Source: an optimization exercise on an open RTL-to-GDS flow (aim: small area and a short achievable clock period). Production flows keep margins and buffers that such runs may drop. In this exercise RTL edits were held to simulation tests only and were not proved equivalent to the original. The clock input has no modelled driver; a real chip could not lean on it and would need a root buffer or a full tree.

## flow/flow/run.sh

```bash
#!/bin/bash
# Standard layout (bash standard.sh) with: port buffers of a plain buffer cell,
# sizing not held to the cells' footprints, a clock tree without dummy loads,
# and the clock tree's middle level removed after CTS (flatten_clock.tcl).
# Each tool's output goes to its own log here and under orfs/logs.
set -e
ARGS=(MATCH_CELL_FOOTPRINT=0
  BUFFER_PORTS_ARGS="-buffer_cell sky130_fd_sc_hd__buf_1"
  CTS_ARGS="-sink_clustering_enable -repair_clock_nets -dont_use_dummy_load -sink_clustering_size 30 -sink_clustering_max_diameter 60")
bash standard.sh "${ARGS[@]}" cts > standard_cts.log 2>&1
CTS_DB=$PWD/orfs/results/sky130hd/mac5/base/4_cts.odb openroad -no_init -exit flow/flatten_clock.tcl > flatten_clock.log 2>&1
bash standard.sh "${ARGS[@]}" finish > standard.log 2>&1
```

## flow/flow/flatten_clock.tcl

```tcl
# Removes the middle level of the clock tree that CTS built (the buffers the
# root clock buffer drives), so the root drives the leaf buffers directly.
# Every register keeps the same number of buffers (two) on its clock path.
set db_file $::env(CTS_DB)
read_db $db_file
set block [ord::get_db_block]
set clk_net [$block findNet clk]
set roots {}
foreach it [$clk_net getITerms] { lappend roots [$it getInst] }
foreach root $roots {
  set rout [[$root findITerm X] getNet]
  set mids {}
  foreach it [$rout getITerms] {
    if {[$it isInputSignal] || [[$it getMTerm] getName] eq "A"} {
      set inst [$it getInst]
      if {$inst ne $root && [string match "*clkbuf*" [[$inst getMaster] getName]]} { lappend mids $inst }
    }
  }
  puts "root [$root getName] drives [llength $mids] buffers"
  foreach m $mids {
    set mout [[$m findITerm X] getNet]
    set sinks {}
    foreach it [$mout getITerms] { if {[$it getInst] ne $m} { lappend sinks $it } }
    puts "  removing [$m getName] ([llength $sinks] sinks)"
    foreach it $sinks { $it disconnect; $it connect $rout }
    [$m findITerm A] disconnect
    [$m findITerm X] disconnect
    odb::dbInst_destroy $m
    odb::dbNet_destroy $mout
  }
}
write_db $db_file
```

## flow/standard.sh

```bash
#!/bin/bash
# synth_recipe.tcl (not shown) runs the flow's synth.tcl, then flattens the netlist and writes it again
# the make line also repeats each setting of config.mk as NAME=value (left out here)
make -C /OpenROAD-flow-scripts/flow DESIGN_CONFIG=/design/flow/config.mk WORK_HOME=/design/flow/orfs CLKGATE_MAP_FILE= SYNTH_SCRIPT=/design/flow/synth_recipe.tcl "${@:-finish}"
```

## flow/config.mk

```make
export PLATFORM = sky130hd
export DESIGN_NAME = mac5
export DESIGN_NICKNAME = mac5
export VERILOG_FILES = /design/flow/design.v
export SDC_FILE = /design/flow/constraint.sdc
export NUM_CORES = 4
export LEC_CHECK = 0
export ABC_CLOCK_PERIOD_IN_PS = 1000
export CAP_MARGIN = 20
export CORE_MARGIN = 2
export CORE_UTILIZATION = 40
export SETUP_SLACK_MARGIN = 4.5
export SLEW_MARGIN = 20
export SYNTH_HIERARCHICAL = 1
export SYNTH_MINIMUM_KEEP_SIZE = 0
```

## flow/constraint.sdc

```tcl
create_clock -name core_clock -period 7.0 [get_ports {clk}]
set_input_delay 1.4000 -clock core_clock [delete_from_list [all_inputs] [get_ports {clk}]]
set_output_delay 1.4000 -clock core_clock [all_outputs]
set_load 0.01 [all_outputs]
```

## flow/design.v

```verilog
module mac5 #(parameter WIDTH=32)
   (input logic [(WIDTH/2)-1:0] a,
    input logic [(WIDTH/2)-1:0] b,
    input logic               clk, reset,
    output logic [WIDTH-1:0]  out);
   logic [15:0] ra;
   logic [7:0] bneg, bone, btwo;
   logic rb15;
   wire [16:0] bx = {b, 1'b0};
   logic f;
   logic q2_0_0;
   logic q2_1_0;
   logic q2_2_0;
   logic q2_3_0;
   logic q2_3_1;
   logic q2_3_2;
   logic q2_4_0;
   logic q2_4_1;
   logic q2_5_0;
   logic q2_5_1;
   logic q2_6_0;
   logic q2_6_1;
   logic q2_7_0;
   logic q2_7_1;
   logic q2_8_0;
   logic q2_8_1;
   logic q2_9_0;
   logic q2_9_1;
   logic q2_10_0;
   logic q2_10_1;
   logic q2_11_0;
   logic q2_11_1;
   logic q2_11_2;
   logic q2_11_3;
   logic q2_12_0;
   logic q2_12_1;
   logic q2_12_2;
   logic q2_13_0;
   logic q2_13_1;
   logic q2_13_2;
   logic q2_14_0;
   logic q2_14_1;
   logic q2_14_2;
   logic q2_15_0;
   logic q2_15_1;
   logic q2_15_2;
   logic q2_16_0;
   logic q2_16_1;
   logic q2_16_2;
   logic q2_16_3;
   logic q2_17_0;
   logic q2_17_1;
   logic q2_17_2;
   logic q2_17_3;
   logic q2_18_0;
   logic q2_18_1;
   logic q2_18_2;
   logic q2_18_3;
   logic q2_19_0;
   logic q2_19_1;
   logic q2_19_2;
   logic q2_19_3;
   logic q2_20_0;
   logic q2_20_1;
   logic q2_20_2;
   logic q2_20_3;
   logic q2_21_0;
   logic q2_21_1;
   logic q2_21_2;
   logic q2_21_3;
   logic q2_22_0;
   logic q2_22_1;
   logic q2_23_0;
   logic q2_23_1;
   logic q2_23_2;
   logic q2_24_0;
   logic q2_24_1;
   logic q2_24_2;
   logic q2_25_0;
   logic q2_25_1;
   logic q2_25_2;
   logic q2_26_0;
   logic q2_26_1;
   logic q2_26_2;
   logic q2_27_0;
   logic q2_27_1;
   logic q2_27_2;
   logic q2_28_0;
   logic q2_29_0;
   logic q2_29_1;
   logic q2_30_0;
   logic q2_30_1;
   logic q2_31_0;
   logic q2_31_1;
   wire p1 = ~(((bone[0] & ra[0])) ^ bneg[0]);
   wire p2 = ~(((bone[0] & ra[1]) | (btwo[0] & ra[0])) ^ bneg[0]);
   wire p3 = ~(((bone[0] & ra[2]) | (btwo[0] & ra[1])) ^ bneg[0]);
   wire p4 = ~(((bone[0] & ra[3]) | (btwo[0] & ra[2])) ^ bneg[0]);
   wire p5 = ~(((bone[0] & ra[4]) | (btwo[0] & ra[3])) ^ bneg[0]);
   wire p6 = ~(((bone[0] & ra[5]) | (btwo[0] & ra[4])) ^ bneg[0]);
   wire p7 = ~(((bone[0] & ra[6]) | (btwo[0] & ra[5])) ^ bneg[0]);
   wire p8 = ~(((bone[0] & ra[7]) | (btwo[0] & ra[6])) ^ bneg[0]);
   wire p9 = ~(((bone[0] & ra[8]) | (btwo[0] & ra[7])) ^ bneg[0]);
   wire p10 = ~(((bone[0] & ra[9]) | (btwo[0] & ra[8])) ^ bneg[0]);
   wire p11 = ~(((bone[0] & ra[10]) | (btwo[0] & ra[9])) ^ bneg[0]);
   wire p12 = ~(((bone[0] & ra[11]) | (btwo[0] & ra[10])) ^ bneg[0]);
   wire p13 = ~(((bone[0] & ra[12]) | (btwo[0] & ra[11])) ^ bneg[0]);
   wire p14 = ~(((bone[0] & ra[13]) | (btwo[0] & ra[12])) ^ bneg[0]);
   wire p15 = ~(((bone[0] & ra[14]) | (btwo[0] & ra[13])) ^ bneg[0]);
   wire p16 = ~(((bone[0] & ra[15]) | (btwo[0] & ra[14])) ^ bneg[0]);
   wire p17 = ~(((btwo[0] & ra[15])) ^ bneg[0]);
   wire p18 = ~bneg[0];
   wire p19 = bneg[0];
   wire p20 = ~(((bone[1] & ra[0])) ^ bneg[1]);
   wire p21 = ~(((bone[1] & ra[1]) | (btwo[1] & ra[0])) ^ bneg[1]);
   wire p22 = ~(((bone[1] & ra[2]) | (btwo[1] & ra[1])) ^ bneg[1]);
   wire p23 = ~(((bone[1] & ra[3]) | (btwo[1] & ra[2])) ^ bneg[1]);
   wire p24 = ~(((bone[1] & ra[4]) | (btwo[1] & ra[3])) ^ bneg[1]);
   wire p25 = ~(((bone[1] & ra[5]) | (btwo[1] & ra[4])) ^ bneg[1]);
   wire p26 = ~(((bone[1] & ra[6]) | (btwo[1] & ra[5])) ^ bneg[1]);
   wire p27 = ~(((bone[1] & ra[7]) | (btwo[1] & ra[6])) ^ bneg[1]);
   wire p28 = ~(((bone[1] & ra[8]) | (btwo[1] & ra[7])) ^ bneg[1]);
   wire p29 = ~(((bone[1] & ra[9]) | (btwo[1] & ra[8])) ^ bneg[1]);
   wire p30 = ~(((bone[1] & ra[10]) | (btwo[1] & ra[9])) ^ bneg[1]);
   wire p31 = ~(((bone[1] & ra[11]) | (btwo[1] & ra[10])) ^ bneg[1]);
   wire p32 = ~(((bone[1] & ra[12]) | (btwo[1] & ra[11])) ^ bneg[1]);
   wire p33 = ~(((bone[1] & ra[13]) | (btwo[1] & ra[12])) ^ bneg[1]);
   wire p34 = ~(((bone[1] & ra[14]) | (btwo[1] & ra[13])) ^ bneg[1]);
   wire p35 = ~(((bone[1] & ra[15]) | (btwo[1] & ra[14])) ^ bneg[1]);
   wire p36 = ~(((btwo[1] & ra[15])) ^ bneg[1]);
   wire p37 = ~bneg[1];
   wire p38 = bneg[1];
   wire p39 = ~(((bone[2] & ra[0])) ^ bneg[2]);
   wire p40 = ~(((bone[2] & ra[1]) | (btwo[2] & ra[0])) ^ bneg[2]);
   wire p41 = ~(((bone[2] & ra[2]) | (btwo[2] & ra[1])) ^ bneg[2]);
   wire p42 = ~(((bone[2] & ra[3]) | (btwo[2] & ra[2])) ^ bneg[2]);
   wire p43 = ~(((bone[2] & ra[4]) | (btwo[2] & ra[3])) ^ bneg[2]);
   wire p44 = ~(((bone[2] & ra[5]) | (btwo[2] & ra[4])) ^ bneg[2]);
   wire p45 = ~(((bone[2] & ra[6]) | (btwo[2] & ra[5])) ^ bneg[2]);
   wire p46 = ~(((bone[2] & ra[7]) | (btwo[2] & ra[6])) ^ bneg[2]);
   wire p47 = ~(((bone[2] & ra[8]) | (btwo[2] & ra[7])) ^ bneg[2]);
   wire p48 = ~(((bone[2] & ra[9]) | (btwo[2] & ra[8])) ^ bneg[2]);
   wire p49 = ~(((bone[2] & ra[10]) | (btwo[2] & ra[9])) ^ bneg[2]);
   wire p50 = ~(((bone[2] & ra[11]) | (btwo[2] & ra[10])) ^ bneg[2]);
   wire p51 = ~(((bone[2] & ra[12]) | (btwo[2] & ra[11])) ^ bneg[2]);
   wire p52 = ~(((bone[2] & ra[13]) | (btwo[2] & ra[12])) ^ bneg[2]);
   wire p53 = ~(((bone[2] & ra[14]) | (btwo[2] & ra[13])) ^ bneg[2]);
   wire p54 = ~(((bone[2] & ra[15]) | (btwo[2] & ra[14])) ^ bneg[2]);
   wire p55 = ~(((btwo[2] & ra[15])) ^ bneg[2]);
   wire p56 = ~bneg[2];
   wire p57 = bneg[2];
   wire p58 = ~(((bone[3] & ra[0])) ^ bneg[3]);
   wire p59 = ~(((bone[3] & ra[1]) | (btwo[3] & ra[0])) ^ bneg[3]);
   wire p60 = ~(((bone[3] & ra[2]) | (btwo[3] & ra[1])) ^ bneg[3]);
   wire p61 = ~(((bone[3] & ra[3]) | (btwo[3] & ra[2])) ^ bneg[3]);
   wire p62 = ~(((bone[3] & ra[4]) | (btwo[3] & ra[3])) ^ bneg[3]);
   wire p63 = ~(((bone[3] & ra[5]) | (btwo[3] & ra[4])) ^ bneg[3]);
   wire p64 = ~(((bone[3] & ra[6]) | (btwo[3] & ra[5])) ^ bneg[3]);
   wire p65 = ~(((bone[3] & ra[7]) | (btwo[3] & ra[6])) ^ bneg[3]);
   wire p66 = ~(((bone[3] & ra[8]) | (btwo[3] & ra[7])) ^ bneg[3]);
   wire p67 = ~(((bone[3] & ra[9]) | (btwo[3] & ra[8])) ^ bneg[3]);
   wire p68 = ~(((bone[3] & ra[10]) | (btwo[3] & ra[9])) ^ bneg[3]);
   wire p69 = ~(((bone[3] & ra[11]) | (btwo[3] & ra[10])) ^ bneg[3]);
   wire p70 = ~(((bone[3] & ra[12]) | (btwo[3] & ra[11])) ^ bneg[3]);
   wire p71 = ~(((bone[3] & ra[13]) | (btwo[3] & ra[12])) ^ bneg[3]);
   wire p72 = ~(((bone[3] & ra[14]) | (btwo[3] & ra[13])) ^ bneg[3]);
   wire p73 = ~(((bone[3] & ra[15]) | (btwo[3] & ra[14])) ^ bneg[3]);
   wire p74 = ~(((btwo[3] & ra[15])) ^ bneg[3]);
   wire p75 = ~bneg[3];
   wire p76 = bneg[3];
   wire p77 = ~(((bone[4] & ra[0])) ^ bneg[4]);
   wire p78 = ~(((bone[4] & ra[1]) | (btwo[4] & ra[0])) ^ bneg[4]);
   wire p79 = ~(((bone[4] & ra[2]) | (btwo[4] & ra[1])) ^ bneg[4]);
   wire p80 = ~(((bone[4] & ra[3]) | (btwo[4] & ra[2])) ^ bneg[4]);
   wire p81 = ~(((bone[4] & ra[4]) | (btwo[4] & ra[3])) ^ bneg[4]);
   wire p82 = ~(((bone[4] & ra[5]) | (btwo[4] & ra[4])) ^ bneg[4]);
   wire p83 = ~(((bone[4] & ra[6]) | (btwo[4] & ra[5])) ^ bneg[4]);
   wire p84 = ~(((bone[4] & ra[7]) | (btwo[4] & ra[6])) ^ bneg[4]);
   wire p85 = ~(((bone[4] & ra[8]) | (btwo[4] & ra[7])) ^ bneg[4]);
   wire p86 = ~(((bone[4] & ra[9]) | (btwo[4] & ra[8])) ^ bneg[4]);
   wire p87 = ~(((bone[4] & ra[10]) | (btwo[4] & ra[9])) ^ bneg[4]);
   wire p88 = ~(((bone[4] & ra[11]) | (btwo[4] & ra[10])) ^ bneg[4]);
   wire p89 = ~(((bone[4] & ra[12]) | (btwo[4] & ra[11])) ^ bneg[4]);
   wire p90 = ~(((bone[4] & ra[13]) | (btwo[4] & ra[12])) ^ bneg[4]);
   wire p91 = ~(((bone[4] & ra[14]) | (btwo[4] & ra[13])) ^ bneg[4]);
   wire p92 = ~(((bone[4] & ra[15]) | (btwo[4] & ra[14])) ^ bneg[4]);
   wire p93 = ~(((btwo[4] & ra[15])) ^ bneg[4]);
   wire p94 = ~bneg[4];
   wire p95 = bneg[4];
   wire p96 = ~(((bone[5] & ra[0])) ^ bneg[5]);
   wire p97 = ~(((bone[5] & ra[1]) | (btwo[5] & ra[0])) ^ bneg[5]);
   wire p98 = ~(((bone[5] & ra[2]) | (btwo[5] & ra[1])) ^ bneg[5]);
   wire p99 = ~(((bone[5] & ra[3]) | (btwo[5] & ra[2])) ^ bneg[5]);
   wire p100 = ~(((bone[5] & ra[4]) | (btwo[5] & ra[3])) ^ bneg[5]);
   wire p101 = ~(((bone[5] & ra[5]) | (btwo[5] & ra[4])) ^ bneg[5]);
   wire p102 = ~(((bone[5] & ra[6]) | (btwo[5] & ra[5])) ^ bneg[5]);
   wire p103 = ~(((bone[5] & ra[7]) | (btwo[5] & ra[6])) ^ bneg[5]);
   wire p104 = ~(((bone[5] & ra[8]) | (btwo[5] & ra[7])) ^ bneg[5]);
   wire p105 = ~(((bone[5] & ra[9]) | (btwo[5] & ra[8])) ^ bneg[5]);
   wire p106 = ~(((bone[5] & ra[10]) | (btwo[5] & ra[9])) ^ bneg[5]);
   wire p107 = ~(((bone[5] & ra[11]) | (btwo[5] & ra[10])) ^ bneg[5]);
   wire p108 = ~(((bone[5] & ra[12]) | (btwo[5] & ra[11])) ^ bneg[5]);
   wire p109 = ~(((bone[5] & ra[13]) | (btwo[5] & ra[12])) ^ bneg[5]);
   wire p110 = ~(((bone[5] & ra[14]) | (btwo[5] & ra[13])) ^ bneg[5]);
   wire p111 = ~(((bone[5] & ra[15]) | (btwo[5] & ra[14])) ^ bneg[5]);
   wire p112 = ~(((btwo[5] & ra[15])) ^ bneg[5]);
   wire p113 = ~bneg[5];
   wire p114 = bneg[5];
   wire p115 = ~(((bone[6] & ra[0])) ^ bneg[6]);
   wire p116 = ~(((bone[6] & ra[1]) | (btwo[6] & ra[0])) ^ bneg[6]);
   wire p117 = ~(((bone[6] & ra[2]) | (btwo[6] & ra[1])) ^ bneg[6]);
   wire p118 = ~(((bone[6] & ra[3]) | (btwo[6] & ra[2])) ^ bneg[6]);
   wire p119 = ~(((bone[6] & ra[4]) | (btwo[6] & ra[3])) ^ bneg[6]);
   wire p120 = ~(((bone[6] & ra[5]) | (btwo[6] & ra[4])) ^ bneg[6]);
   wire p121 = ~(((bone[6] & ra[6]) | (btwo[6] & ra[5])) ^ bneg[6]);
   wire p122 = ~(((bone[6] & ra[7]) | (btwo[6] & ra[6])) ^ bneg[6]);
   wire p123 = ~(((bone[6] & ra[8]) | (btwo[6] & ra[7])) ^ bneg[6]);
   wire p124 = ~(((bone[6] & ra[9]) | (btwo[6] & ra[8])) ^ bneg[6]);
   wire p125 = ~(((bone[6] & ra[10]) | (btwo[6] & ra[9])) ^ bneg[6]);
   wire p126 = ~(((bone[6] & ra[11]) | (btwo[6] & ra[10])) ^ bneg[6]);
   wire p127 = ~(((bone[6] & ra[12]) | (btwo[6] & ra[11])) ^ bneg[6]);
   wire p128 = ~(((bone[6] & ra[13]) | (btwo[6] & ra[12])) ^ bneg[6]);
   wire p129 = ~(((bone[6] & ra[14]) | (btwo[6] & ra[13])) ^ bneg[6]);
   wire p130 = ~(((bone[6] & ra[15]) | (btwo[6] & ra[14])) ^ bneg[6]);
   wire p131 = ~(((btwo[6] & ra[15])) ^ bneg[6]);
   wire p132 = ~bneg[6];
   wire p133 = bneg[6];
   wire p134 = ~(((bone[7] & ra[0])) ^ bneg[7]);
   wire p135 = ~(((bone[7] & ra[1]) | (btwo[7] & ra[0])) ^ bneg[7]);
   wire p136 = ~(((bone[7] & ra[2]) | (btwo[7] & ra[1])) ^ bneg[7]);
   wire p137 = ~(((bone[7] & ra[3]) | (btwo[7] & ra[2])) ^ bneg[7]);
   wire p138 = ~(((bone[7] & ra[4]) | (btwo[7] & ra[3])) ^ bneg[7]);
   wire p139 = ~(((bone[7] & ra[5]) | (btwo[7] & ra[4])) ^ bneg[7]);
   wire p140 = ~(((bone[7] & ra[6]) | (btwo[7] & ra[5])) ^ bneg[7]);
   wire p141 = ~(((bone[7] & ra[7]) | (btwo[7] & ra[6])) ^ bneg[7]);
   wire p142 = ~(((bone[7] & ra[8]) | (btwo[7] & ra[7])) ^ bneg[7]);
   wire p143 = ~(((bone[7] & ra[9]) | (btwo[7] & ra[8])) ^ bneg[7]);
   wire p144 = ~(((bone[7] & ra[10]) | (btwo[7] & ra[9])) ^ bneg[7]);
   wire p145 = ~(((bone[7] & ra[11]) | (btwo[7] & ra[10])) ^ bneg[7]);
   wire p146 = ~(((bone[7] & ra[12]) | (btwo[7] & ra[11])) ^ bneg[7]);
   wire p147 = ~(((bone[7] & ra[13]) | (btwo[7] & ra[12])) ^ bneg[7]);
   wire p148 = ~(((bone[7] & ra[14]) | (btwo[7] & ra[13])) ^ bneg[7]);
   wire p149 = ~(((bone[7] & ra[15]) | (btwo[7] & ra[14])) ^ bneg[7]);
   wire p150 = ~(((btwo[7] & ra[15])) ^ bneg[7]);
   wire p151 = ~bneg[7];
   wire p152 = bneg[7];
   wire p153 = ~(ra[0] & rb15);
   wire p154 = ~(ra[1] & rb15);
   wire p155 = ~(ra[2] & rb15);
   wire p156 = ~(ra[3] & rb15);
   wire p157 = ~(ra[4] & rb15);
   wire p158 = ~(ra[5] & rb15);
   wire p159 = ~(ra[6] & rb15);
   wire p160 = ~(ra[7] & rb15);
   wire p161 = ~(ra[8] & rb15);
   wire p162 = ~(ra[9] & rb15);
   wire p163 = ~(ra[10] & rb15);
   wire p164 = ~(ra[11] & rb15);
   wire p165 = ~(ra[12] & rb15);
   wire p166 = ~(ra[13] & rb15);
   wire p167 = ~(ra[14] & rb15);
   wire p168 = ~(ra[15] & rb15);
   wire p169 = ~(out[0] & f);
   wire p170 = ~(out[1] & f);
   wire p171 = ~(out[2] & f);
   wire p172 = ~(out[3] & f);
   wire p173 = ~(out[4] & f);
   wire p174 = ~(out[5] & f);
   wire p175 = ~(out[6] & f);
   wire p176 = ~(out[7] & f);
   wire p177 = ~(out[8] & f);
   wire p178 = ~(out[9] & f);
   wire p179 = ~(out[10] & f);
   wire p180 = ~(out[11] & f);
   wire p181 = ~(out[12] & f);
   wire p182 = ~(out[13] & f);
   wire p183 = ~(out[14] & f);
   wire p184 = ~(out[15] & f);
   wire p185 = ~(out[16] & f);
   wire p186 = ~(out[17] & f);
   wire p187 = ~(out[18] & f);
   wire p188 = ~(out[19] & f);
   wire p189 = ~(out[20] & f);
   wire p190 = ~(out[21] & f);
   wire p191 = ~(out[22] & f);
   wire p192 = ~(out[23] & f);
   wire p193 = ~(out[24] & f);
   wire p194 = ~(out[25] & f);
   wire p195 = ~(out[26] & f);
   wire p196 = ~(out[27] & f);
   wire p197 = ~(out[28] & f);
   wire p198 = ~(out[29] & f);
   wire p199 = ~(out[30] & f);
   wire p200 = ~(out[31] & f);
   wire p201 = ~p19;
   wire p202 = ~p19;
   wire p203 = ~p189;
   wire p204 = ~p191;
   wire p205 = ~p193;
   wire p206 = ~p195;
   wire p207 = ~p197;
   wire p208 = ~p199;
   wire s209, c210;
   mac5_fa u_s209 (.a(p18), .b(p169), .c(p1), .s(s209), .co(c210));
   wire s211, c212;
   mac5_fa u_s211 (.a(p37), .b(p171), .c(p3), .s(s211), .co(c212));
   wire s213, c214;
   mac5_fa u_s213 (.a(p172), .b(p4), .c(p21), .s(s213), .co(c214));
   wire s215, c216;
   mac5_fa u_s215 (.a(p56), .b(p173), .c(p5), .s(s215), .co(c216));
   wire s217, c218;
   mac5_fa u_s217 (.a(p174), .b(p6), .c(p23), .s(s217), .co(c218));
   wire s219, c220;
   mac5_fa u_s219 (.a(p75), .b(p175), .c(p7), .s(s219), .co(c220));
   wire s221, c222;
   mac5_fa u_s221 (.a(p24), .b(p41), .c(p58), .s(s221), .co(c222));
   wire s223, c224;
   mac5_fa u_s223 (.a(p176), .b(p8), .c(p25), .s(s223), .co(c224));
   wire s225, c226;
   mac5_fa u_s225 (.a(p94), .b(p177), .c(p9), .s(s225), .co(c226));
   wire s227, c228;
   mac5_fa u_s227 (.a(p26), .b(p43), .c(p60), .s(s227), .co(c228));
   wire s229, c230;
   mac5_fa u_s229 (.a(p178), .b(p10), .c(p27), .s(s229), .co(c230));
   wire s231, c232;
   mac5_fa u_s231 (.a(p44), .b(p61), .c(p78), .s(s231), .co(c232));
   wire s233, c234;
   mac5_fa u_s233 (.a(p113), .b(p179), .c(p11), .s(s233), .co(c234));
   wire s235, c236;
   mac5_fa u_s235 (.a(p28), .b(p45), .c(p62), .s(s235), .co(c236));
   wire s237, c238;
   mac5_fa u_s237 (.a(p180), .b(p12), .c(p29), .s(s237), .co(c238));
   wire s239, c240;
   mac5_fa u_s239 (.a(p46), .b(p63), .c(p80), .s(s239), .co(c240));
   wire s241, c242;
   mac5_fa u_s241 (.a(p132), .b(p181), .c(p13), .s(s241), .co(c242));
   wire s243, c244;
   mac5_fa u_s243 (.a(p30), .b(p47), .c(p64), .s(s243), .co(c244));
   wire s245, c246;
   mac5_fa u_s245 (.a(p81), .b(p98), .c(p115), .s(s245), .co(c246));
   wire s247, c248;
   mac5_fa u_s247 (.a(p182), .b(p14), .c(p31), .s(s247), .co(c248));
   wire s249, c250;
   mac5_fa u_s249 (.a(p48), .b(p65), .c(p82), .s(s249), .co(c250));
   wire s251, c252;
   mac5_fa u_s251 (.a(p151), .b(p183), .c(p15), .s(s251), .co(c252));
   wire s253, c254;
   mac5_fa u_s253 (.a(p32), .b(p49), .c(p66), .s(s253), .co(c254));
   wire s255, c256;
   mac5_fa u_s255 (.a(p83), .b(p100), .c(p117), .s(s255), .co(c256));
   wire s257, c258;
   mac5_fa u_s257 (.a(p184), .b(p16), .c(p33), .s(s257), .co(c258));
   wire s259, c260;
   mac5_fa u_s259 (.a(p50), .b(p67), .c(p84), .s(s259), .co(c260));
   wire s261, c262;
   mac5_fa u_s261 (.a(p101), .b(p118), .c(p135), .s(s261), .co(c262));
   wire s263, c264;
   mac5_fa u_s263 (.a(p185), .b(p153), .c(p17), .s(s263), .co(c264));
   wire s265, c266;
   mac5_fa u_s265 (.a(p34), .b(p51), .c(p68), .s(s265), .co(c266));
   wire s267, c268;
   mac5_fa u_s267 (.a(p85), .b(p102), .c(p119), .s(s267), .co(c268));
   wire s269, c270;
   mac5_fa u_s269 (.a(p201), .b(p186), .c(p154), .s(s269), .co(c270));
   wire s271, c272;
   mac5_fa u_s271 (.a(p35), .b(p52), .c(p69), .s(s271), .co(c272));
   wire s273, c274;
   mac5_fa u_s273 (.a(p86), .b(p103), .c(p120), .s(s273), .co(c274));
   wire s275, c276;
   mac5_fa u_s275 (.a(p202), .b(p187), .c(p155), .s(s275), .co(c276));
   wire s277, c278;
   mac5_fa u_s277 (.a(p36), .b(p53), .c(p70), .s(s277), .co(c278));
   wire s279, c280;
   mac5_fa u_s279 (.a(p87), .b(p104), .c(p121), .s(s279), .co(c280));
   wire s281, c282;
   mac5_fa u_s281 (.a(p38), .b(p19), .c(p188), .s(s281), .co(c282));
   wire s283, c284;
   mac5_fa u_s283 (.a(p156), .b(p54), .c(p71), .s(s283), .co(c284));
   wire s285, c286;
   mac5_fa u_s285 (.a(p88), .b(p105), .c(p122), .s(s285), .co(c286));
   wire s287, c288;
   mac5_fa u_s287 (.a(p203), .b(p157), .c(p55), .s(s287), .co(c288));
   wire s289, c290;
   mac5_fa u_s289 (.a(p72), .b(p89), .c(p106), .s(s289), .co(c290));
   wire s291, c292;
   mac5_fa u_s291 (.a(p57), .b(p190), .c(p189), .s(s291), .co(c292));
   wire s293, c294;
   mac5_fa u_s293 (.a(p158), .b(p73), .c(p90), .s(s293), .co(c294));
   wire s295, c296;
   mac5_fa u_s295 (.a(p107), .b(p124), .c(p141), .s(s295), .co(c296));
   wire s297, c298;
   mac5_fa u_s297 (.a(p204), .b(p159), .c(p74), .s(s297), .co(c298));
   wire s299, c300;
   mac5_fa u_s299 (.a(p91), .b(p108), .c(p125), .s(s299), .co(c300));
   wire s301, c302;
   mac5_fa u_s301 (.a(p76), .b(p192), .c(p191), .s(s301), .co(c302));
   wire s303, c304;
   mac5_fa u_s303 (.a(p160), .b(p92), .c(p109), .s(s303), .co(c304));
   wire s305, c306;
   mac5_fa u_s305 (.a(p205), .b(p161), .c(p93), .s(s305), .co(c306));
   wire s307, c308;
   mac5_fa u_s307 (.a(p110), .b(p127), .c(p144), .s(s307), .co(c308));
   wire s309, c310;
   mac5_fa u_s309 (.a(p95), .b(p194), .c(p193), .s(s309), .co(c310));
   wire s311, c312;
   mac5_fa u_s311 (.a(p162), .b(p111), .c(p128), .s(s311), .co(c312));
   wire s313, c314;
   mac5_fa u_s313 (.a(p206), .b(p163), .c(p112), .s(s313), .co(c314));
   wire s315, c316;
   mac5_fa u_s315 (.a(p114), .b(p196), .c(p195), .s(s315), .co(c316));
   wire s317, c318;
   mac5_fa u_s317 (.a(p164), .b(p130), .c(p147), .s(s317), .co(c318));
   wire s319, c320;
   mac5_fa u_s319 (.a(p207), .b(p165), .c(p131), .s(s319), .co(c320));
   wire s321, c322;
   mac5_fa u_s321 (.a(p133), .b(p198), .c(p197), .s(s321), .co(c322));
   wire s323, c324;
   mac5_fa u_s323 (.a(p208), .b(p167), .c(p150), .s(s323), .co(c324));
   wire s325, c326;
   mac5_fa u_s325 (.a(p152), .b(p200), .c(p199), .s(s325), .co(c326));
   wire s327, c328;
   mac5_fa u_s327 (.a(p170), .b(p2), .c(c210), .s(s327), .co(c328));
   wire s329, c330;
   mac5_fa u_s329 (.a(p22), .b(p39), .c(c214), .s(s329), .co(c330));
   wire s331, c332;
   mac5_fa u_s331 (.a(p40), .b(c216), .c(s217), .s(s331), .co(c332));
   wire s333, c334;
   mac5_fa u_s333 (.a(c218), .b(s219), .c(s221), .s(s333), .co(c334));
   wire s335, c336;
   mac5_fa u_s335 (.a(p42), .b(p59), .c(c220), .s(s335), .co(c336));
   wire s337, c338;
   mac5_fa u_s337 (.a(p77), .b(c224), .c(s225), .s(s337), .co(c338));
   wire s339, c340;
   mac5_fa u_s339 (.a(c226), .b(c228), .c(s229), .s(s339), .co(c340));
   wire s341, c342;
   mac5_fa u_s341 (.a(p79), .b(p96), .c(c230), .s(s341), .co(c342));
   wire s343, c344;
   mac5_fa u_s343 (.a(c232), .b(s233), .c(s235), .s(s343), .co(c344));
   wire s345, c346;
   mac5_fa u_s345 (.a(p97), .b(c234), .c(c236), .s(s345), .co(c346));
   wire s347, c348;
   mac5_fa u_s347 (.a(c238), .b(c240), .c(s241), .s(s347), .co(c348));
   wire s349, c350;
   mac5_fa u_s349 (.a(p99), .b(p116), .c(c242), .s(s349), .co(c350));
   wire s351, c352;
   mac5_fa u_s351 (.a(c244), .b(c246), .c(s247), .s(s351), .co(c352));
   wire s353, c354;
   mac5_fa u_s353 (.a(p134), .b(c248), .c(c250), .s(s353), .co(c354));
   wire s355, c356;
   mac5_fa u_s355 (.a(s251), .b(s253), .c(s255), .s(s355), .co(c356));
   wire s357, c358;
   mac5_fa u_s357 (.a(c252), .b(c254), .c(c256), .s(s357), .co(c358));
   wire s359, c360;
   mac5_fa u_s359 (.a(s257), .b(s259), .c(s261), .s(s359), .co(c360));
   wire s361, c362;
   mac5_fa u_s361 (.a(p136), .b(c258), .c(c260), .s(s361), .co(c362));
   wire s363, c364;
   mac5_fa u_s363 (.a(c262), .b(s263), .c(s265), .s(s363), .co(c364));
   wire s365, c366;
   mac5_fa u_s365 (.a(p137), .b(s269), .c(c264), .s(s365), .co(c366));
   wire s367, c368;
   mac5_fa u_s367 (.a(c266), .b(c268), .c(s271), .s(s367), .co(c368));
   wire s369, c370;
   mac5_fa u_s369 (.a(p138), .b(c270), .c(s275), .s(s369), .co(c370));
   wire s371, c372;
   mac5_fa u_s371 (.a(c272), .b(c274), .c(s277), .s(s371), .co(c372));
   wire s373, c374;
   mac5_fa u_s373 (.a(p139), .b(s281), .c(c276), .s(s373), .co(c374));
   wire s375, c376;
   mac5_fa u_s375 (.a(c278), .b(c280), .c(s283), .s(s375), .co(c376));
   wire s377, c378;
   mac5_fa u_s377 (.a(c282), .b(p123), .c(p140), .s(s377), .co(c378));
   wire s379, c380;
   mac5_fa u_s379 (.a(c284), .b(c286), .c(s287), .s(s379), .co(c380));
   wire s381, c382;
   mac5_fa u_s381 (.a(s291), .b(c288), .c(c290), .s(s381), .co(c382));
   wire s383, c384;
   mac5_fa u_s383 (.a(c292), .b(p142), .c(c294), .s(s383), .co(c384));
   wire s385, c386;
   mac5_fa u_s385 (.a(c296), .b(s297), .c(s299), .s(s385), .co(c386));
   wire s387, c388;
   mac5_fa u_s387 (.a(p126), .b(p143), .c(s301), .s(s387), .co(c388));
   wire s389, c390;
   mac5_fa u_s389 (.a(c298), .b(c300), .c(s303), .s(s389), .co(c390));
   wire s391, c392;
   mac5_fa u_s391 (.a(c302), .b(c304), .c(s305), .s(s391), .co(c392));
   wire s393, c394;
   mac5_fa u_s393 (.a(p145), .b(s309), .c(c306), .s(s393), .co(c394));
   wire s395, c396;
   mac5_fa u_s395 (.a(c310), .b(p129), .c(p146), .s(s395), .co(c396));
   wire s397, c398;
   mac5_fa u_s397 (.a(s315), .b(c314), .c(s317), .s(s397), .co(c398));
   wire s399, c400;
   mac5_fa u_s399 (.a(c316), .b(p148), .c(c318), .s(s399), .co(c400));
   wire s401, c402;
   mac5_fa u_s401 (.a(p166), .b(p149), .c(s321), .s(s401), .co(c402));
   wire s403, c404;
   mac5_fa u_s403 (.a(p168), .b(s325), .c(c324), .s(s403), .co(c404));
   wire s405, c406;
   mac5_fa u_s405 (.a(p20), .b(s211), .c(c328), .s(s405), .co(c406));
   wire s407, c408;
   mac5_fa u_s407 (.a(c222), .b(s223), .c(s335), .s(s407), .co(c408));
   wire s409, c410;
   mac5_fa u_s409 (.a(s227), .b(c336), .c(s337), .s(s409), .co(c410));
   wire s411, c412;
   mac5_fa u_s411 (.a(s231), .b(c338), .c(s339), .s(s411), .co(c412));
   wire s413, c414;
   mac5_fa u_s413 (.a(s341), .b(c340), .c(s343), .s(s413), .co(c414));
   wire s415, c416;
   mac5_fa u_s415 (.a(s237), .b(s239), .c(c342), .s(s415), .co(c416));
   wire s417, c418;
   mac5_fa u_s417 (.a(s243), .b(s245), .c(c346), .s(s417), .co(c418));
   wire s419, c420;
   mac5_fa u_s419 (.a(s249), .b(s349), .c(c348), .s(s419), .co(c420));
   wire s421, c422;
   mac5_fa u_s421 (.a(c350), .b(s353), .c(c352), .s(s421), .co(c422));
   wire s423, c424;
   mac5_fa u_s423 (.a(c354), .b(s357), .c(c356), .s(s423), .co(c424));
   wire s425, c426;
   mac5_fa u_s425 (.a(s267), .b(c358), .c(s361), .s(s425), .co(c426));
   wire s427, c428;
   mac5_fa u_s427 (.a(s273), .b(c362), .c(s365), .s(s427), .co(c428));
   wire s429, c430;
   mac5_fa u_s429 (.a(s279), .b(s369), .c(c366), .s(s429), .co(c430));
   wire s431, c432;
   mac5_fa u_s431 (.a(s285), .b(c370), .c(s373), .s(s431), .co(c432));
   wire s433, c434;
   mac5_fa u_s433 (.a(s377), .b(s289), .c(c374), .s(s433), .co(c434));
   wire s435, c436;
   mac5_fa u_s435 (.a(c378), .b(s293), .c(s295), .s(s435), .co(c436));
   wire s437, c438;
   mac5_fa u_s437 (.a(c382), .b(s383), .c(s385), .s(s437), .co(c438));
   wire s439, c440;
   mac5_fa u_s439 (.a(s387), .b(c384), .c(c386), .s(s439), .co(c440));
   wire s441, c442;
   mac5_fa u_s441 (.a(c388), .b(s307), .c(c390), .s(s441), .co(c442));
   wire s443, c444;
   mac5_fa u_s443 (.a(c308), .b(s311), .c(s393), .s(s443), .co(c444));
   wire s445, c446;
   mac5_fa u_s445 (.a(c312), .b(s395), .c(s313), .s(s445), .co(c446));
   wire s447, c448;
   mac5_fa u_s447 (.a(s319), .b(s399), .c(c398), .s(s447), .co(c448));
   wire s449, c450;
   mac5_fa u_s449 (.a(c320), .b(s401), .c(c400), .s(s449), .co(c450));
   wire s451, c452;
   mac5_fa u_s451 (.a(c322), .b(c402), .c(s323), .s(s451), .co(c452));
   wire s453, c454;
   mac5_xn u_s453 (.a(q2_11_0), .b(q2_11_1), .y(s453));
   mac5_or u_c454 (.a(q2_11_0), .b(q2_11_1), .y(c454));
   wire s455, c456;
   mac5_xn u_s455 (.a(q2_12_0), .b(q2_12_1), .y(s455));
   mac5_or u_c456 (.a(q2_12_0), .b(q2_12_1), .y(c456));
   wire s457, c458;
   mac5_xn u_s457 (.a(q2_13_0), .b(q2_13_1), .y(s457));
   mac5_or u_c458 (.a(q2_13_0), .b(q2_13_1), .y(c458));
   wire s459, c460;
   mac5_xn u_s459 (.a(q2_14_0), .b(q2_14_1), .y(s459));
   mac5_or u_c460 (.a(q2_14_0), .b(q2_14_1), .y(c460));
   wire s461, c462;
   mac5_xn u_s461 (.a(q2_15_0), .b(q2_15_1), .y(s461));
   mac5_or u_c462 (.a(q2_15_0), .b(q2_15_1), .y(c462));
   wire s463, c464;
   mac5_fa u_s463 (.a(q2_16_0), .b(q2_16_1), .c(q2_16_2), .s(s463), .co(c464));
   wire s465, c466;
   mac5_fa u_s465 (.a(q2_17_0), .b(q2_17_1), .c(q2_17_2), .s(s465), .co(c466));
   wire s467, c468;
   mac5_fa u_s467 (.a(q2_18_0), .b(q2_18_1), .c(q2_18_2), .s(s467), .co(c468));
   wire s469, c470;
   mac5_fa u_s469 (.a(q2_19_0), .b(q2_19_1), .c(q2_19_2), .s(s469), .co(c470));
   wire s471, c472;
   mac5_fa u_s471 (.a(q2_20_0), .b(q2_20_1), .c(q2_20_2), .s(s471), .co(c472));
   wire s473, c474;
   mac5_fa u_s473 (.a(q2_21_0), .b(q2_21_1), .c(q2_21_2), .s(s473), .co(c474));
   wire s475, c476;
   mac5_xn u_s475 (.a(q2_3_0), .b(q2_3_1), .y(s475));
   mac5_or u_c476 (.a(q2_3_0), .b(q2_3_1), .y(c476));
   wire s477, c478;
   mac5_xn u_s477 (.a(q2_4_0), .b(q2_4_1), .y(s477));
   mac5_or u_c478 (.a(q2_4_0), .b(q2_4_1), .y(c478));
   wire s479, c480;
   mac5_xn u_s479 (.a(q2_5_0), .b(q2_5_1), .y(s479));
   mac5_or u_c480 (.a(q2_5_0), .b(q2_5_1), .y(c480));
   wire s481, c482;
   mac5_xn u_s481 (.a(q2_6_0), .b(q2_6_1), .y(s481));
   mac5_or u_c482 (.a(q2_6_0), .b(q2_6_1), .y(c482));
   wire s483, c484;
   mac5_xn u_s483 (.a(q2_7_0), .b(q2_7_1), .y(s483));
   mac5_or u_c484 (.a(q2_7_0), .b(q2_7_1), .y(c484));
   wire s485, c486;
   mac5_xn u_s485 (.a(q2_8_0), .b(q2_8_1), .y(s485));
   mac5_or u_c486 (.a(q2_8_0), .b(q2_8_1), .y(c486));
   wire s487, c488;
   mac5_xn u_s487 (.a(q2_9_0), .b(q2_9_1), .y(s487));
   mac5_or u_c488 (.a(q2_9_0), .b(q2_9_1), .y(c488));
   wire s489, c490;
   mac5_xn u_s489 (.a(q2_10_0), .b(q2_10_1), .y(s489));
   mac5_or u_c490 (.a(q2_10_0), .b(q2_10_1), .y(c490));
   wire s491, c492;
   mac5_fa u_s491 (.a(q2_11_2), .b(q2_11_3), .c(s453), .s(s491), .co(c492));
   wire s493, c494;
   mac5_fa u_s493 (.a(q2_12_2), .b(s455), .c(c454), .s(s493), .co(c494));
   wire s495, c496;
   mac5_fa u_s495 (.a(q2_13_2), .b(s457), .c(c456), .s(s495), .co(c496));
   wire s497, c498;
   mac5_fa u_s497 (.a(q2_14_2), .b(s459), .c(c458), .s(s497), .co(c498));
   wire s499, c500;
   mac5_fa u_s499 (.a(q2_15_2), .b(s461), .c(c460), .s(s499), .co(c500));
   wire s501, c502;
   mac5_fa u_s501 (.a(q2_16_3), .b(c462), .c(s463), .s(s501), .co(c502));
   wire s503, c504;
   mac5_fa u_s503 (.a(q2_17_3), .b(c464), .c(s465), .s(s503), .co(c504));
   wire s505, c506;
   mac5_fa u_s505 (.a(q2_18_3), .b(c466), .c(s467), .s(s505), .co(c506));
   wire s507, c508;
   mac5_fa u_s507 (.a(q2_19_3), .b(c468), .c(s469), .s(s507), .co(c508));
   wire s509, c510;
   mac5_fa u_s509 (.a(q2_20_3), .b(c470), .c(s471), .s(s509), .co(c510));
   wire s511, c512;
   mac5_fa u_s511 (.a(q2_21_3), .b(c472), .c(s473), .s(s511), .co(c512));
   wire s513, c514;
   mac5_fa u_s513 (.a(q2_22_0), .b(q2_22_1), .c(c474), .s(s513), .co(c514));
   wire s515, c516;
   mac5_fa u_s515 (.a(q2_23_0), .b(q2_23_1), .c(q2_23_2), .s(s515), .co(c516));
   wire s517, c518;
   mac5_fa u_s517 (.a(q2_24_0), .b(q2_24_1), .c(q2_24_2), .s(s517), .co(c518));
   wire s519, c520;
   mac5_fa u_s519 (.a(q2_25_0), .b(q2_25_1), .c(q2_25_2), .s(s519), .co(c520));
   wire s521, c522;
   mac5_fa u_s521 (.a(q2_26_0), .b(q2_26_1), .c(q2_26_2), .s(s521), .co(c522));
   wire s523, c524;
   mac5_fa u_s523 (.a(q2_27_0), .b(q2_27_1), .c(q2_27_2), .s(s523), .co(c524));
   wire [31:0] sx = {q2_31_0, q2_30_0, q2_29_0, q2_28_0, s523, s521, s519, s517, s515, s513, s511, s509, s507, s505, s503, s501, s499, s497, s495, s493, s491, s489, s487, s485, s483, s481, s479, s477, s475, q2_2_0, q2_1_0, q2_0_0};
   wire [31:0] sy = {q2_31_1, q2_30_1, q2_29_1, c524, c522, c520, c518, c516, c514, c512, c510, c508, c506, c504, c502, c500, c498, c496, c494, c492, c490, c488, c486, c484, c482, c480, c478, c476, q2_3_2, 1'b1, 1'b1, 1'b1};
   wire [31:0] sp = sx ^ sy, sg = sx & sy;
   wire lG1 = sg[0] | (sp[0] & 1'b1);
   wire lG2 = sg[2] | (sp[2] & sg[1]);
   wire lP2 = sp[2] & sp[1];
   wire lG3 = sg[4] | (sp[4] & sg[3]);
   wire lP3 = sp[4] & sp[3];
   wire lG4 = sg[6] | (sp[6] & sg[5]);
   wire lP4 = sp[6] & sp[5];
   wire lG5 = sg[1] | (sp[1] & lG1);
   wire lG6 = lG2 | (lP2 & lG1);
   wire lG7 = sg[5] | (sp[5] & lG3);
   wire lP7 = sp[5] & lP3;
   wire lG8 = lG4 | (lP4 & lG3);
   wire lP8 = lP4 & lP3;
   wire lG9 = sg[3] | (sp[3] & lG6);
   wire lG10 = lG3 | (lP3 & lG6);
   wire lG11 = lG7 | (lP7 & lG6);
   wire lG12 = lG8 | (lP8 & lG6);
   wire lG13 = sg[7] | (sp[7] & lG12);
   logic q3_lo0;
   logic q3_lo1;
   logic q3_lo2;
   logic q3_lo3;
   logic q3_lo4;
   logic q3_lo5;
   logic q3_lo6;
   logic q3_lo7;
   logic q3_ck;
   logic [31:8] q3_p, q3_g;
   wire hG1 = q3_g[8] | (q3_p[8] & q3_ck);
   wire hG2 = q3_g[10] | (q3_p[10] & q3_g[9]);
   wire hP2 = q3_p[10] & q3_p[9];
   wire hG3 = q3_g[12] | (q3_p[12] & q3_g[11]);
   wire hP3 = q3_p[12] & q3_p[11];
   wire hG4 = q3_g[14] | (q3_p[14] & q3_g[13]);
   wire hP4 = q3_p[14] & q3_p[13];
   wire hG5 = q3_g[16] | (q3_p[16] & q3_g[15]);
   wire hP5 = q3_p[16] & q3_p[15];
   wire hG6 = q3_g[18] | (q3_p[18] & q3_g[17]);
   wire hP6 = q3_p[18] & q3_p[17];
   wire hG7 = q3_g[20] | (q3_p[20] & q3_g[19]);
   wire hP7 = q3_p[20] & q3_p[19];
   wire hG8 = q3_g[22] | (q3_p[22] & q3_g[21]);
   wire hP8 = q3_p[22] & q3_p[21];
   wire hG9 = q3_g[24] | (q3_p[24] & q3_g[23]);
   wire hP9 = q3_p[24] & q3_p[23];
   wire hG10 = q3_g[26] | (q3_p[26] & q3_g[25]);
   wire hP10 = q3_p[26] & q3_p[25];
   wire hG11 = q3_g[28] | (q3_p[28] & q3_g[27]);
   wire hP11 = q3_p[28] & q3_p[27];
   wire hG12 = q3_g[30] | (q3_p[30] & q3_g[29]);
   wire hP12 = q3_p[30] & q3_p[29];
   wire hG13 = q3_g[9] | (q3_p[9] & hG1);
   wire hG14 = hG2 | (hP2 & hG1);
   wire hG15 = q3_g[13] | (q3_p[13] & hG3);
   wire hP15 = q3_p[13] & hP3;
   wire hG16 = hG4 | (hP4 & hG3);
   wire hP16 = hP4 & hP3;
   wire hG17 = q3_g[17] | (q3_p[17] & hG5);
   wire hP17 = q3_p[17] & hP5;
   wire hG18 = hG6 | (hP6 & hG5);
   wire hP18 = hP6 & hP5;
   wire hG19 = q3_g[21] | (q3_p[21] & hG7);
   wire hP19 = q3_p[21] & hP7;
   wire hG20 = hG8 | (hP8 & hG7);
   wire hP20 = hP8 & hP7;
   wire hG21 = q3_g[25] | (q3_p[25] & hG9);
   wire hP21 = q3_p[25] & hP9;
   wire hG22 = hG10 | (hP10 & hG9);
   wire hP22 = hP10 & hP9;
   wire hG23 = q3_g[29] | (q3_p[29] & hG11);
   wire hP23 = q3_p[29] & hP11;
   wire hG24 = hG12 | (hP12 & hG11);
   wire hP24 = hP12 & hP11;
   wire hG25 = q3_g[11] | (q3_p[11] & hG14);
   wire hG26 = hG3 | (hP3 & hG14);
   wire hG27 = hG15 | (hP15 & hG14);
   wire hG28 = hG16 | (hP16 & hG14);
   wire hG29 = q3_g[19] | (q3_p[19] & hG18);
   wire hP29 = q3_p[19] & hP18;
   wire hG30 = hG7 | (hP7 & hG18);
   wire hP30 = hP7 & hP18;
   wire hG31 = hG19 | (hP19 & hG18);
   wire hP31 = hP19 & hP18;
   wire hG32 = hG20 | (hP20 & hG18);
   wire hP32 = hP20 & hP18;
   wire hG33 = q3_g[27] | (q3_p[27] & hG22);
   wire hP33 = q3_p[27] & hP22;
   wire hG34 = hG11 | (hP11 & hG22);
   wire hP34 = hP11 & hP22;
   wire hG35 = hG23 | (hP23 & hG22);
   wire hP35 = hP23 & hP22;
   wire hG36 = hG24 | (hP24 & hG22);
   wire hP36 = hP24 & hP22;
   wire hG37 = q3_g[15] | (q3_p[15] & hG28);
   wire hG38 = hG5 | (hP5 & hG28);
   wire hG39 = hG17 | (hP17 & hG28);
   wire hG40 = hG18 | (hP18 & hG28);
   wire hG41 = hG29 | (hP29 & hG28);
   wire hG42 = hG30 | (hP30 & hG28);
   wire hG43 = hG31 | (hP31 & hG28);
   wire hG44 = hG32 | (hP32 & hG28);
   wire hG45 = q3_g[31] | (q3_p[31] & hG36);
   wire hP45 = q3_p[31] & hP36;
   wire hG46 = q3_g[23] | (q3_p[23] & hG44);
   wire hG47 = hG9 | (hP9 & hG44);
   wire hG48 = hG21 | (hP21 & hG44);
   wire hG49 = hG22 | (hP22 & hG44);
   wire hG50 = hG33 | (hP33 & hG44);
   wire hG51 = hG34 | (hP34 & hG44);
   wire hG52 = hG35 | (hP35 & hG44);
   wire hG53 = hG36 | (hP36 & hG44);
   wire hG54 = hG45 | (hP45 & hG44);
   wire [31:0] nsum = {~(q3_p[31] ^ hG53), ~(q3_p[30] ^ hG52), ~(q3_p[29] ^ hG51), ~(q3_p[28] ^ hG50), ~(q3_p[27] ^ hG49), ~(q3_p[26] ^ hG48), ~(q3_p[25] ^ hG47), ~(q3_p[24] ^ hG46), ~(q3_p[23] ^ hG44), ~(q3_p[22] ^ hG43), ~(q3_p[21] ^ hG42), ~(q3_p[20] ^ hG41), ~(q3_p[19] ^ hG40), ~(q3_p[18] ^ hG39), ~(q3_p[17] ^ hG38), ~(q3_p[16] ^ hG37), ~(q3_p[15] ^ hG28), ~(q3_p[14] ^ hG27), ~(q3_p[13] ^ hG26), ~(q3_p[12] ^ hG25), ~(q3_p[11] ^ hG14), ~(q3_p[10] ^ hG13), ~(q3_p[9] ^ hG1), ~(q3_p[8] ^ q3_ck), q3_lo7, q3_lo6, q3_lo5, q3_lo4, q3_lo3, q3_lo2, q3_lo1, q3_lo0};
   always @(posedge clk) begin
      q3_lo0 <= ~(sp[0] ^ 1'b1);
      q3_lo1 <= ~(sp[1] ^ lG1);
      q3_lo2 <= ~(sp[2] ^ lG5);
      q3_lo3 <= ~(sp[3] ^ lG6);
      q3_lo4 <= ~(sp[4] ^ lG9);
      q3_lo5 <= ~(sp[5] ^ lG10);
      q3_lo6 <= ~(sp[6] ^ lG11);
      q3_lo7 <= ~(sp[7] ^ lG12);
      q3_ck <= lG13;
      q3_p <= sp[31:8];
      q3_g <= sg[31:8];
   end
   always @(posedge clk or negedge reset)
     if (!reset) f <= 1'b0;
     else f <= 1'b1;
   always @(posedge clk) begin
      ra <= a;
      bneg[0] <= bx[2];
      bone[0] <= bx[1] ^ bx[0];
      btwo[0] <= (bx[2] & ~bx[1] & ~bx[0]) | (~bx[2] & bx[1] & bx[0]);
      bneg[1] <= bx[4];
      bone[1] <= bx[3] ^ bx[2];
      btwo[1] <= (bx[4] & ~bx[3] & ~bx[2]) | (~bx[4] & bx[3] & bx[2]);
      bneg[2] <= bx[6];
      bone[2] <= bx[5] ^ bx[4];
      btwo[2] <= (bx[6] & ~bx[5] & ~bx[4]) | (~bx[6] & bx[5] & bx[4]);
      bneg[3] <= bx[8];
      bone[3] <= bx[7] ^ bx[6];
      btwo[3] <= (bx[8] & ~bx[7] & ~bx[6]) | (~bx[8] & bx[7] & bx[6]);
      bneg[4] <= bx[10];
      bone[4] <= bx[9] ^ bx[8];
      btwo[4] <= (bx[10] & ~bx[9] & ~bx[8]) | (~bx[10] & bx[9] & bx[8]);
      bneg[5] <= bx[12];
      bone[5] <= bx[11] ^ bx[10];
      btwo[5] <= (bx[12] & ~bx[11] & ~bx[10]) | (~bx[12] & bx[11] & bx[10]);
      bneg[6] <= bx[14];
      bone[6] <= bx[13] ^ bx[12];
      btwo[6] <= (bx[14] & ~bx[13] & ~bx[12]) | (~bx[14] & bx[13] & bx[12]);
      bneg[7] <= bx[16];
      bone[7] <= bx[15] ^ bx[14];
      btwo[7] <= (bx[16] & ~bx[15] & ~bx[14]) | (~bx[16] & bx[15] & bx[14]);
      rb15 <= b[15];
      q2_0_0 <= s209;
      q2_1_0 <= s327;
      q2_2_0 <= s405;
      q2_3_0 <= c212;
      q2_3_1 <= s213;
      q2_3_2 <= c406;
      q2_4_0 <= s215;
      q2_4_1 <= s329;
      q2_5_0 <= c330;
      q2_5_1 <= s331;
      q2_6_0 <= c332;
      q2_6_1 <= s333;
      q2_7_0 <= s407;
      q2_7_1 <= c334;
      q2_8_0 <= s409;
      q2_8_1 <= c408;
      q2_9_0 <= s411;
      q2_9_1 <= c410;
      q2_10_0 <= s413;
      q2_10_1 <= c412;
      q2_11_0 <= s415;
      q2_11_1 <= s345;
      q2_11_2 <= c344;
      q2_11_3 <= c414;
      q2_12_0 <= s417;
      q2_12_1 <= s347;
      q2_12_2 <= c416;
      q2_13_0 <= s419;
      q2_13_1 <= s351;
      q2_13_2 <= c418;
      q2_14_0 <= s421;
      q2_14_1 <= s355;
      q2_14_2 <= c420;
      q2_15_0 <= s423;
      q2_15_1 <= s359;
      q2_15_2 <= c422;
      q2_16_0 <= s425;
      q2_16_1 <= c360;
      q2_16_2 <= s363;
      q2_16_3 <= c424;
      q2_17_0 <= s427;
      q2_17_1 <= c364;
      q2_17_2 <= s367;
      q2_17_3 <= c426;
      q2_18_0 <= s429;
      q2_18_1 <= c368;
      q2_18_2 <= s371;
      q2_18_3 <= c428;
      q2_19_0 <= s431;
      q2_19_1 <= c372;
      q2_19_2 <= s375;
      q2_19_3 <= c430;
      q2_20_0 <= s433;
      q2_20_1 <= c376;
      q2_20_2 <= s379;
      q2_20_3 <= c432;
      q2_21_0 <= s435;
      q2_21_1 <= s381;
      q2_21_2 <= c380;
      q2_21_3 <= c434;
      q2_22_0 <= s437;
      q2_22_1 <= c436;
      q2_23_0 <= s439;
      q2_23_1 <= s389;
      q2_23_2 <= c438;
      q2_24_0 <= s441;
      q2_24_1 <= s391;
      q2_24_2 <= c440;
      q2_25_0 <= s443;
      q2_25_1 <= c392;
      q2_25_2 <= c442;
      q2_26_0 <= s445;
      q2_26_1 <= c394;
      q2_26_2 <= c444;
      q2_27_0 <= c396;
      q2_27_1 <= s397;
      q2_27_2 <= c446;
      q2_28_0 <= s447;
      q2_29_0 <= s449;
      q2_29_1 <= c448;
      q2_30_0 <= s451;
      q2_30_1 <= c450;
      q2_31_0 <= s403;
      q2_31_1 <= c452;
      out <= nsum;
   end
endmodule
module mac5_fa (input logic a, b, c, output logic s, co);
   assign s = a ^ b ^ c;
   assign co = (a & b) | (a & c) | (b & c);
endmodule
module mac5_xn (input logic a, b, output logic y);
   assign y = ~(a ^ b);
endmodule
module mac5_or (input logic a, b, output logic y);
   assign y = a | b;
endmodule
```

==> results.toml <==
[outcome]
outcome = "timing/DRC/antenna clean"

[synthesis]
synthesis.area_per_instance_sq_um = 11.7
ys_warn_count = 7
count_of_flip_flops_with_a_built_in_enable_after_synthesis = 0
mappedNetlistArea_sq_um = 11400
synth-seq-cells = 213
synth_flop_cell = "dfxtp_1"
netlist_instances = 978
synth.yosys.seq_area_share = 0.373
mappedNetlistNets = 1191
synthArstFlopShare = 0.00469
yosysUniqueCellTypes = 48

[critical_path]
worst_path_largest_cell_delay_ns = 0.39
critical_path.top_delay_family = "flip-flops"
timing.reg2reg.setup_slack_ns = 4.59
critPathLaunch = "out[17]"
critical_path.cell_chain = "buf_1"
worst-r2r-cell-count = 5
timing.critical_path.fanout_max = 2
setup.worst_path.start_class = "flip-flop"
cp.depth = 1
rr_startpoint = "ra[11]"
critPathKind = "flip-flop to output port"
slowest_cell_on_crit_path = "dfxtp_1"
arrival_ns = 1.03
critical_path.endpoint_type = "output port"
critical_path_buf_inv_count = 1
worst-endpoint-required_ns = 5.60
reg2reg_to = "q2_16_0"

[worst_hold_path]
min_path_cells = 0
hold_end = "out[5]"
hp-class = "flip-flop to flip-flop"
hold_start = "q3_lo5"

[run]
maxCapViolCount = 0

[floorplan]
placeable_core_region_sq_um = 27900
initial_core_util = 0.409
io_pins = 66
die_area_sq_um = 30000
floorplan.die.width_um = 173
rows = 61
dieHeight_um = 173

[finish]
most_frequent_cells_in_the_layout = "dfxtp_1, xnor2_1, fa_1, a22oi_1, nand2_1"
design.final.nets = 1197
sequential_cell_area_sq_um = 4390
stdcell_area_sq_um = 12400
fillerInstances = 2682
multi_input_area_sq_um = 6780
instances_no_fill = 1361
post_route_cells_drive_above_1_share = 0.0764
leading_cell_type_in_the_layout_fill_and_taps_excluded = "dfxtp_1"
synthToLayoutAreaGrowth_pct = 8.51

[clock_network]
worst_setup_hold_path_clk_slew_ns = 0.09
postCtsHoldBufs = 0
cts.sinks = 213
clock_latency_ns = 0.46

[drt]
post_detailed_route_count_of_antenna_violating_nets = 0
wire_per_inst_um = 17.9
iter_0_drt_violations = 470
post_drt_via_cell_ratio = 5.07
route.detailed.drc = 0
routed-via-count = 6894
wl_um = 24300
drt_first_pass_iters = 6

[timing]
hold-worst-slack_ns = 0.328
slew_violations = 0
report.final.hold_viol_count = 0
final.setup_skew_ns = 0.0521
rsz0062_at_grt = "false"
setup_violations = 0
period_needed_ns = 2.43
setup_total_negative_slack_ns = 0
fin_crit_sh = 0.347
maxClockFrequency_ghz = 0.412

[power_and_ir_drop]
p_per_area_nw_per_um2 = 427
power.leakage_uw = 0.00460
total_power_uw = 5300
peakVddDrop_mv = 0.240

[grt]
grt_pass1_wl_um = 40100
overflow = 0
grt_start_max_net_pins = 33
number_of_global_route_vias_before_repair = 7234
number_of_antenna_violations_at_the_first_check_in_global_routing = 1
global_route.usage.total = 0.173

[placed_design]
port_buffers = 65
gp_congestion = 0.896
numPlacedInstances = 1345
dp_hpwl_um = 18100
post_dp_cell_area_sq_um = 11900
[synth_stat cells (2+ instances only)]
cell type	n	area (sq um)
nand3b_1	7	52.6
nor2_1	14	52.6
dfxtp_1	212	4240
nor4b_1	2	17.5
or2_2	3	18.8
fa_1	146	2920
o21ai_1	2	10.0
a21oi_1	11	55.1
buf_1	7	26.3
nand2b_1	13	81.3
and3_1	2	12.5
clkbuf_1	69	259
nor2b_1	3	18.8
ha_1	33	413
xnor2_1	156	1370
xor2_1	18	158
o21ai_0	9	45.0
nor3_1	4	20.0
nand3_1	3	15.0
or2_1	13	81.3
a22oi_1	120	901
o21a_1	3	22.5
a21o_1	4	30.0
o211ai_1	4	30.0
a311oi_1	3	26.3
nand2_1	69	259
inv_2	8	30.0
inv_1	20	75.1
[area by class of cell]
type                       instances  share of cell area
multi-input combinational        660               0.546
sequential                       213               0.354
tap                              378              0.0381
clock buffer                      15              0.0302
timing repair buffer              66              0.0210
inverter                          28              0.0103
antenna                            1            0.000202
[flip-flops by register name (all words and copies together), names as in the netlist, 8 cells and up]
name  flops
q3_g     23
q3_p     24
bneg      8
btwo      8
bone      8
out      32
ra       16
[per-module statistics from Yosys, one instance, submodules excluded]
module | times used | flops+latches | cells
mac5 | 1 | 213 | 807
mac5_fa | 145 | 0 | 1
mac5_or | 13 | 0 | 1
mac5_xn | 13 | 0 | 1
[worst max-delay path by stage]
stage,to,slack (ns)
finish,out[17],4.57
global route,q2_15_0,4.50
CTS,q2_22_0,4.49
detailed placement,q2_22_0,4.05
global placement,q2_22_0,4.12
floorplan,q2_15_0,4.50
[layer usage]
| metal | GRT usage | share of wire |
|---|---|---|
| met1 | 0.243 | 0.47 |
| met2 | 0.265 | 0.45 |
| met3 | 0.0413 | 0.066 |
| met4 | 0.0547 | 0.015 |
| met5 | 0 | 0 |
[metrics by stage]
stage | worst slack, ns | utilization
5_1_grt | 4.50 | 0.444
3_5_place_dp | 4.05 | 0.425
6_report | 4.57 | 0.444
2_1_floorplan | 4.50 | -
3_3_place_gp | 4.12 | 0.425
4_1_cts | 4.49 | 0.443
[timing repair]
action / CTS / global route
resized for setup: 61 / 30
gates cloned: 0 / 0
pin swaps: 0 / 0
buffers inserted: 0 / 0
setup endpoints to repair: 50 / 14
endpoints found under the hold margin: 0 / 0
[power by group]
| group | switching (uW) | internal, uW | total, uW |
|---|---|---|---|
| combinational | 1200 | 1130 | 2320 |
| clock | 380 | 374 | 754 |
| sequential | 388 | 1830 | 2220 |
| total | 1960 | 3340 | 5300 |
[kinds of logic (layout without fill, tap and decap cells)]
family	Yosys count	after routing	share of synthesized area
flip-flops	213	213	0.373
adder cells (fa/ha/maj)	179	179	0.292
XOR/XNOR	174	174	0.133
AO/OA/AOI/OAI	166	166	0.107
AND/OR/NAND/NOR	138	138	0.0583
buffers and inverters	105	109	0.0346
multiplexers	2	2	0.00186
other	1	2	0.000328

==> re-timing with driven ports <==
In the flow no input, the clock included, has a driving cell. The finished layout below was timed again as built, in two steps.
Step 1: set_driving_cell puts a clkbuf_16 on clk and a buf_2 on each other input, an assumption about the parent block.
Step 2 moves the port delays by t, midway between the first and last clock arrival at a register: inputs arrive t later, outputs are due t later. That takes back most of the time a late clock gives input paths.
Three values: ideal ports, drivers, drivers and shift; two values: the first two.
t, ns: 0.484
slack for setup (ns): 4.571 / 4.525 / 4.593
hold slack, ns: 0.328 / 0.328 / 0.328
slew at the worst register clock pin (ns): 0.10 / 0.10
pins driven straight from the clock port: 1
After both steps setup and hold are still met in this run. For this run, drivers alone change the setup slack by -0.046 ns; drivers and shift together by +0.022 ns.
